What follows belongs to an exercise in optimizing a design on an open flow for small area, a short achievable clock period and few clock cycles per item; a production flow would make more cautious choices.
RTL that was checked went through simulation tests only; none was proved equivalent to the original.

==> run A <==
// fir_1
module fir_1(
    input clk,
    input reset_p,
    input [15:0]x,
    input act,
    output reg [15:0]y,
    output ready
    );
Settings: LEC_CHECK=0, ABC_AREA=1, CAP_MARGIN=20, CORE_MARGIN=2, CORE_UTILIZATION=40, CTS_BUF_LIST=sky130_fd_sc_hd__clkbuf_16, CTS_CLUSTER_DIAMETER=150, CTS_CLUSTER_SIZE=20, SLEW_MARGIN=20, SYNTH_HIERARCHICAL=1, SYNTH_MINIMUM_KEEP_SIZE=0; clock period 10.0 ns.
standard.sh (not shown) runs the stock make flow with config.mk's settings and CLKGATE_MAP_FILE= SYNTH_SCRIPT=/design/flow/synth_recipe.tcl, a recipe that flattens the netlist after the stock synthesis.
==> flow/flow/run.sh <==
#!/bin/bash
set -euo pipefail
bash standard.sh SETUP_SLACK_MARGIN=6.0 finish > standard.log 2>&1
==> run D: changes against run A <==
--- a/flow/config.mk
+++ b/flow/config.mk
@@ -13,4 +13,5 @@
 export CTS_CLUSTER_DIAMETER = 150
 export CTS_CLUSTER_SIZE = 20
+export GPL_ROUTABILITY_DRIVEN = 0
 export SLEW_MARGIN = 20
 export SYNTH_HIERARCHICAL = 1
==> results.sh <==
export IMPL_status="complete, no violations"
export IMPL_global_route_met3_utilization=0.0504
export IMPL_finish_utilization=0.461
export IMPL_hold_sp="rc[29]"
export IMPL_critPathLaunch="qc[14]"
export IMPL_place_gp_congestion=0.906
That was run A.
==> results.sh <==
export IMPL_status="complete, no violations"
export IMPL_critPathLaunch="x[6]"
That was run D.
Testbench counts of run A, summed over its fixed seeds: cycles 3,200, items 3,200.
Testbench counts of run D, summed over its fixed seeds: cycles 3,200, items 3,200.

* * *

==> v2 <==
fir_1, a different RTL version from the one above (not shown whole).
// fir_1
module fir_1(
    input clk,
    input reset_p,
    input [15:0]x,
    input act,
    output reg [15:0]y,
    output ready
    );
    assign ready = 1'b1;
    reg [15:0] h0, h1, h2, h3, h4, h5, h6, h7, h8;
    reg [16:0] p2, p3, p4;
    reg [31:0] rs, rc, qs, qc;
    wire i1;
    wire s2;
    wire c3;
    wire i4;
    wire s5;
    wire c6;
    wire i7;
    wire s8;
    wire c9;
    wire s10;
    wire c11;
    wire s12;
    wire c13;
    wire i14;
    wire s15;
    wire c16;
    wire i17;
    wire s18;
    wire c19;
    wire s20;
    wire c21;
    wire s22;
    wire c23;
    wire i24;
    wire s25;
    wire c26;
    wire s27;
    wire c28;
    wire s29;
    wire c30;
    wire i31;
    wire s32;
    wire c33;
    wire s34;
    wire c35;
    wire s36;
    wire c37;
    wire s38;
    wire c39;
    wire s40;
    wire c41;
    wire s42;
    wire c43;
    wire s44;
    wire c45;
    wire i46;
    wire s47;
    wire c48;
    wire s49;
    wire c50;
    wire s51;
    wire c52;
    wire s53;
    wire c54;
    wire s55;
    wire c56;
    wire s57;
    wire c58;
    wire s59;
    wire c60;
    wire s61;
    wire c62;
    wire i63;
    wire s64;
    wire c65;
    wire s66;
    wire c67;
    wire s68;
    wire c69;
    wire s70;
    wire c71;
    wire s72;
    wire c73;
    wire i74;
    wire s75;
    wire c76;
    wire s77;
    wire c78;
    wire s79;
    wire c80;
    wire s81;
    wire c82;
    wire s83;
    wire c84;
    wire s85;
    wire c86;
    wire i87;
    wire s88;
    wire c89;
    wire s90;
    wire c91;
    wire s92;
    wire c93;
    wire s94;
    wire c95;
    wire s96;
    wire c97;
    wire s98;
    wire c99;
    wire s100;
    wire c101;
    wire s102;
    wire c103;
    wire s104;
    wire c105;
    wire s106;
    wire c107;
    wire s108;
    wire c109;
    wire s110;
    wire c111;
    wire i112;
    wire s113;
    wire c114;
    wire s115;
    wire c116;
    wire s117;
    wire c118;
    wire s119;
    wire c120;
    wire s121;
    wire c122;
    wire s123;
    wire c124;
    wire s125;
    wire c126;
    wire s127;
    wire c128;
    wire s129;
    wire c130;
    wire s131;
    wire c132;
    wire s133;
    wire c134;
    wire s135;
    wire c136;
  ...
Settings: LEC_CHECK=0, ABC_AREA=1, CAP_MARGIN=20, CORE_MARGIN=2, CORE_UTILIZATION=40, CTS_BUF_LIST=sky130_fd_sc_hd__clkbuf_16, CTS_CLUSTER_DIAMETER=150, CTS_CLUSTER_SIZE=20, SLEW_MARGIN=20, SYNTH_HIERARCHICAL=1, SYNTH_MINIMUM_KEEP_SIZE=0; clock period 10.0 ns.
==> flow/flow/run.sh <==
#!/bin/bash
set -euo pipefail
bash standard.sh SETUP_SLACK_MARGIN=6.4 finish > standard.log 2>&1
==> v11 (differences from v2) <==
==> flow/flow/run.sh (replaced) <==
#!/bin/bash
set -euo pipefail
bash standard.sh SETUP_SLACK_MARGIN=6.0 finish > standard.log 2>&1
==> run notes <==
Of v11 and v2, v2 has the higher clock skew (gap 0.0039 ns).
Worst setup slack: v11 is worse than v2 (0.011 ns).
In flip-flop and latch count, v11 and v2 do not differ.
Of v11 and v2, v2 has the higher hold slack (gap 0.0011 ns).
==> figures <==
item	v11	v2
First-pass GRT wire length	114 mm	113 mm
Signal buffers share of area	6.37%	6.71%
Detailed-route vias per instance	4.95	4.97
Register-to-register setup slack	5.62 ns	5.63 ns
Max stage delay on crit path	0.55 ns	0.53 ns
Clock network contribution to total cell area	1.81%	1.79%
Crit. Startpoint	p3[4]	h3[9]
Vias in the first global route	19100	19300
Met3 routed WL	3.64 mm	3.79 mm
Number of cells on the worst reg-to-reg path	11	12
P&R area growth vs syn	17.8%	18.6%
GRT Resource Usage Total	22.4%	22.4%
Outcome	finished clean	finished clean
No functional check of the RTL was part of any run of this note.

* * *

==> 02-03 <==
fir_1, a different RTL version from the one above (not shown whole).
Design fir_1, start of the top module:
module fir_1(
    input clk,
    input reset_p,
    input [15:0]x,
    input act,
    output reg [15:0]y,
    output ready
    );
Settings: LEC_CHECK=0, ABC_AREA=1, CAP_MARGIN=20, CORE_MARGIN=2, CORE_UTILIZATION=40, CTS_BUF_LIST=sky130_fd_sc_hd__clkbuf_16, CTS_CLUSTER_DIAMETER=150, CTS_CLUSTER_SIZE=20, SETUP_SLACK_MARGIN=5, SLEW_MARGIN=20, SYNTH_HIERARCHICAL=1, SYNTH_MINIMUM_KEEP_SIZE=0; clock period 10.0 ns.
run.sh (not shown) runs the stock make flow with config.mk's settings and CLKGATE_MAP_FILE= SYNTH_SCRIPT=/design/flow/synth_recipe.tcl, a recipe that flattens the netlist after the stock synthesis.
Stock flow here: none of the scripts above is used.
==> 07-11: changes against 02-03 <==
--- a/flow/config.mk
+++ b/flow/config.mk
@@ -12,4 +12,4 @@
 export CTS_BUF_LIST = sky130_fd_sc_hd__clkbuf_16
-export CTS_CLUSTER_DIAMETER = 150
-export CTS_CLUSTER_SIZE = 20
+export CTS_CLUSTER_DIAMETER = 120
+export CTS_CLUSTER_SIZE = 26
 export SETUP_SLACK_MARGIN = 5
==> 03-22: changes against 02-03 <==
--- a/flow/config.mk
+++ b/flow/config.mk
@@ -11,5 +11,4 @@
 export CORE_UTILIZATION = 40
-export CTS_BUF_LIST = sky130_fd_sc_hd__clkbuf_16
-export CTS_CLUSTER_DIAMETER = 150
-export CTS_CLUSTER_SIZE = 20
+export CTS_CLUSTER_DIAMETER = 80
+export CTS_CLUSTER_SIZE = 30
 export SETUP_SLACK_MARGIN = 5
==> 09-28: changes against 02-03 <==
==> flow/flow/run.sh (new file) <==
#!/bin/bash
set -euo pipefail
bash standard.sh SETUP_SLACK_MARGIN=5.6 finish > standard.log 2>&1
==> flow/standard.sh (new file) <==
#!/bin/bash
# synth_recipe.tcl (not shown) runs the flow's synth.tcl, then flattens the netlist and writes it again
# the make line also repeats each setting of config.mk as NAME=value (left out here)
make -C /OpenROAD-flow-scripts/flow DESIGN_CONFIG=/design/flow/config.mk WORK_HOME=/design/flow/orfs CLKGATE_MAP_FILE= SYNTH_SCRIPT=/design/flow/synth_recipe.tcl "${@:-finish}"
--- a/flow/config.mk
+++ b/flow/config.mk
@@ -14,3 +14,2 @@
 export CTS_CLUSTER_SIZE = 20
-export SETUP_SLACK_MARGIN = 5
 export SLEW_MARGIN = 20
removed: flow/run.sh
==> comparison table <==
	09-28	02-03	03-22	07-11
Status	finished clean	finished clean	finished clean	finished clean
Placer congestion estimate	0.906	0.900	0.900	0.900
Detail Route met2 WL	31,000 µm	30,700 µm	30,800 µm	30,600 µm
Bufs and invs on worst path	3	0	5	4
Worst setup path start	p1[6]	h3[8]	p1[7]	p1[6]
Number of fillers in the final layout	5,629	5,718	5,667	5,723
Grt met2 use	35.9%	35.8%	35.8%	35.9%
Reg-to-reg slack, setup	5180 ps	5150 ps	5140 ps	5130 ps
Clock latency (worst-skew pair)	550 ps	560 ps	560 ps	550 ps
Worst hold margin	476 ps	475 ps	475 ps	477 ps
Layout cell share with drive strength beyond 1	14.8%	6.68%	8.17%	7.31%
Largest driver fanout on the critical path	6	9	5	5
GRT Resource Usage Total	21.7%	21.2%	21.2%	21.2%
Layout-stage area growth over the synthesis result	13.0%	8.87%	10.5%	8.93%
Initial detailed-routing violation count	1,126	1,347	1,262	1,230
Sequential Area	7150 µm²	7080 µm²	7080 µm²	7080 µm²
Half-perimeter wire length of the detailed placement result	50,400 µm	50,600 µm	50,600 µm	50,600 µm
Testbench counts of 02-03, summed over its fixed seeds: cycles 3,200, items 3,200.
Testbench counts of 07-11, summed over its fixed seeds: cycles 3,200, items 3,200.
Testbench counts of 03-22, summed over its fixed seeds: cycles 3,200, items 3,200.
Testbench counts of 09-28, summed over its fixed seeds: cycles 3,200, items 3,200.

==> afterwards: timing with drivers on the ports <==
The results above use ideal ports. As a check the final layouts listed here were re-extracted and re-timed, cells and wires unchanged.
Step 1: set_driving_cell puts a clkbuf_16 on clk and a buf_2 on each other input, an assumption about the parent block.
Step 2 also shifts input and output timing later by t, the mid clock arrival at the registers, as if the neighbouring blocks saw the same clock.
a / b / c = ideal / step 1 / step 2; a / b = the first two.
run | t, ns | slack for setup (ns) | worst setup path after step 2 | pins driven straight from the clock port
run A | 0.597 | 5.904 / 5.904 / 5.379 | input to register | 1
run D | 0.587 | 5.844 / 5.865 / 5.278 | input to register | 1
v2 | 0.605 | 5.627 / 5.627 / 5.297 | input to register | 1
v11 | 0.609 | 5.616 / 5.616 / 5.271 | input to register | 1
02-03 | 0.603 | 5.151 / 5.151 / 4.691 | input to register | 1
07-11 | 0.600 | 5.127 / 5.127 / 4.661 | input to register | 1
03-22 | 0.620 | 5.141 / 5.141 / 4.700 | input to register | 1
09-28 | 0.589 | 5.185 / 5.185 / 4.686 | input to register | 1
After both steps every run listed still meets setup and hold. The setup slack of run D, which loses most, moves by +0.021 ns with the drivers and by -0.566 ns with both steps.
